Context: an optimization exercise on an open-source flow, tuned for small area. The choices shown serve that exercise and are no tape-out recipe.
In this exercise RTL edits were held to simulation tests only and were not proved equivalent to the original.

## west
Design fir_ctrl, start of the top module:
module fir_ctrl
#(
    parameter   FIR_IN  = 16,
    parameter   FIR_OUT = 16
)
(
    input   wire                             sys_clk     ,
    input   wire                             sys_rst_n   ,
    input   signed  [FIR_IN  - 1:0]          data_in     ,
    input   wire                             data_valid  ,
    output  signed  [FIR_OUT - 1:0]          fir_out     ,
    output  wire                             fir_out_valid
);
Size in the first run: ~1500 cells after synthesis, ~630 flip-flops, about 36 I/O pins.
export LEC_CHECK = 0
export CAP_MARGIN = 20
export CORE_MARGIN = 2
export CORE_UTILIZATION = 70
export PLACE_DENSITY = 0.8
export SLEW_MARGIN = 20
export SYNTH_HIERARCHICAL = 1
create_clock -name core_clock -period 10.0 [get_ports {sys_clk}]
standard.sh (not shown) runs the stock make flow with config.mk's settings and CLKGATE_MAP_FILE= SYNTH_SCRIPT=/design/flow/synth_recipe.tcl, a recipe that flattens the netlist after the stock synthesis.
==> flow/flow/run.sh <==
#!/bin/bash
# The standard layout (standard.sh, unchanged synthesis) with two changes:
# a clock tree of fewer, larger clusters without dummy loads, and the smallest
# buffer for the port buffers. The full make output goes to standard.log here.
set -euo pipefail
bash standard.sh \
  "CTS_ARGS=-sink_clustering_enable -repair_clock_nets -dont_use_dummy_load -buf_list sky130_fd_sc_hd__clkbuf_4 -sink_clustering_size 9 -sink_clustering_max_diameter 40" \
  "BUFFER_PORTS_ARGS=-buffer_cell sky130_fd_sc_hd__buf_1" \
  finish > standard.log 2>&1
Inputs modified between west and east:
Settings: CORE_UTILIZATION now 40, was 70; PLACE_DENSITY no longer set, was 0.8.
--- a/flow/flow/run.sh
+++ b/flow/flow/run.sh
@@ -5,5 +5,5 @@
 set -euo pipefail
 bash standard.sh \
-  "CTS_ARGS=-sink_clustering_enable -repair_clock_nets -dont_use_dummy_load -buf_list sky130_fd_sc_hd__clkbuf_4 -sink_clustering_size 9 -sink_clustering_max_diameter 40" \
+  "CTS_ARGS=-sink_clustering_enable -repair_clock_nets -dont_use_dummy_load -buf_list sky130_fd_sc_hd__clkbuf_16 -sink_clustering_size 26 -sink_clustering_max_diameter 90" \
   "BUFFER_PORTS_ARGS=-buffer_cell sky130_fd_sc_hd__buf_1" \
   finish > standard.log 2>&1
Results
Per the comparison of east with west, number of antenna repair diodes now smaller, horizontal die dimension increased about 30%, met2 layer wire length in the routed design moved up, fraction of area in multi-input gates fell 0.80 points. Relative slew slack was lower in east than in west.

========
fir_ctrl again, from the RTL that the note above started with.
clock: 10.0 ns
lec_check: 0
cap_margin: 20
core_margin: 2
core_utilization: 70
place_density: 0.8
slew_margin: 20
synth_hierarchical: 1
==> flow/flow/run.sh <==
#!/bin/bash
# The standard layout (standard.sh, unchanged synthesis) with two changes:
# a clock tree of fewer, larger clusters without dummy loads, and the smallest
# buffer for the port buffers. The full make output goes to standard.log here.
set -euo pipefail
bash standard.sh \
  "CTS_ARGS=-sink_clustering_enable -repair_clock_nets -dont_use_dummy_load -buf_list sky130_fd_sc_hd__clkbuf_8 -sink_clustering_size 20 -sink_clustering_max_diameter 55" \
  "BUFFER_PORTS_ARGS=-buffer_cell sky130_fd_sc_hd__buf_1" \
  finish > standard.log 2>&1
The starting point finished clean.
Next try:
--- a/flow/flow/run.sh
+++ b/flow/flow/run.sh
@@ -7 +7 @@
-  "CTS_ARGS=-sink_clustering_enable -repair_clock_nets -dont_use_dummy_load -buf_list sky130_fd_sc_hd__clkbuf_8 -sink_clustering_size 20 -sink_clustering_max_diameter 55" \
+  "CTS_ARGS=-sink_clustering_enable -repair_clock_nets -dont_use_dummy_load -buf_list sky130_fd_sc_hd__clkbuf_8 -sink_clustering_size 18 -sink_clustering_max_diameter 60" \
CORE_UTILIZATION = 80   (was 70)
PLACE_DENSITY = 0.9   (was 0.8)
=> The changed run produced a clean layout. Core utilization rose by 10 points. Sequential cell count does not change. Worst setup slack gets worse by 0.11 ns.
Next try:
--- a/flow/flow/run.sh
+++ b/flow/flow/run.sh
@@ -7 +7 @@
-  "CTS_ARGS=-sink_clustering_enable -repair_clock_nets -dont_use_dummy_load -buf_list sky130_fd_sc_hd__clkbuf_8 -sink_clustering_size 18 -sink_clustering_max_diameter 60" \
+  "CTS_ARGS=-sink_clustering_enable -repair_clock_nets -dont_use_dummy_load -buf_list sky130_fd_sc_hd__clkbuf_16 -sink_clustering_size 30 -sink_clustering_max_diameter 80" \
CORE_UTILIZATION = 60   (was 80)
PLACE_DENSITY = unset   (was 0.9)
Sequential share of layout area drops by 0.74 points.
Area after synthesis stays the same.
Clock skew climbs by 0.018 ns.
Cell count climbs by 6.2%.
Next try:
--- a/flow/flow/run.sh
+++ b/flow/flow/run.sh
@@ -7 +7 @@
-  "CTS_ARGS=-sink_clustering_enable -repair_clock_nets -dont_use_dummy_load -buf_list sky130_fd_sc_hd__clkbuf_16 -sink_clustering_size 30 -sink_clustering_max_diameter 80" \
+  "CTS_ARGS=-sink_clustering_enable -repair_clock_nets -dont_use_dummy_load -buf_list sky130_fd_sc_hd__clkbuf_8 -sink_clustering_size 18 -sink_clustering_max_diameter 60" \
CORE_UTILIZATION = 70   (was 60)
PLACE_DENSITY = 0.8   (was unset)
=>
- The changed run produced a clean layout
- maximum frequency increases by 0.39%
- core utilization increases by 11 points
- sequential share of layout area increases by 0.52 points
- first-iteration DRC count increases by 11%
- worst setup slack improved by 0.036 ns
- cell count decreases by 2.9%
- routed wire length decreases by 4.9%
- die area decreases by 14%
- critical path depth decreases by 1
Next try:
--- a/flow/flow/run.sh
+++ b/flow/flow/run.sh
@@ -7 +7 @@
-  "CTS_ARGS=-sink_clustering_enable -repair_clock_nets -dont_use_dummy_load -buf_list sky130_fd_sc_hd__clkbuf_8 -sink_clustering_size 18 -sink_clustering_max_diameter 60" \
+  "CTS_ARGS=-sink_clustering_enable -repair_clock_nets -dont_use_dummy_load -buf_list sky130_fd_sc_hd__clkbuf_16 -sink_clustering_size 30 -sink_clustering_max_diameter 80" \
The new run finished with timing, DRC and antenna clean.
Global-route usage increases by 0.33 points.
Worst hold slack gains 0.0034 ns.
Final area is about the same.
Die area does not change.
Non-clock buffer count stays the same.
Via count stays flat.
First-iteration DRC count increases by 2.1%.

afterwards: timing with drivers on the ports:
No port has a modelled driver above. Below, the same layouts with a new extraction and two added sets of constraints.
Step 1 (the two cells are an assumption about what drives the block):
set clk [get_ports {sys_clk}]
set_driving_cell -lib_cell sky130_fd_sc_hd__clkbuf_16 $clk
set_driving_cell -lib_cell sky130_fd_sc_hd__buf_2 [delete_from_list [all_inputs] $clk]
Step 2 times the ports against the registers' clock, not the clock port: input delays grow and output delays shrink by t, the midpoint of the rising clock arrivals with the driver on.
Slacks: no drivers / after step 1 / after step 2; pairs: no drivers / after step 1.
run | shift t [ns] | setup slack, ns | worst setup path at the end | latest minus earliest clock arrival (ns)
west | 0.781 | 0.824 / 0.824 / 0.824 | register to register | 0.101 / 0.100
east | 0.643 | 0.674 / 0.674 / 0.674 | register to register | 0.050 / 0.051
the first run of note 2 | 0.639 | 0.845 / 0.845 / 0.845 | register to register | 0.060 / 0.060
the second run of note 2 | 0.607 | 0.739 / 0.739 / 0.739 | register to register | 0.037 / 0.037
the third run of note 2 | 0.636 | 0.836 / 0.836 / 0.836 | register to register | 0.054 / 0.054
the fourth run of note 2 | 0.612 | 0.872 / 0.872 / 0.872 | register to register | 0.069 / 0.068
the fifth run of note 2 | 0.617 | 0.861 / 0.861 / 0.861 | register to register | 0.037 / 0.036
After both steps setup and hold are still met in every run listed.
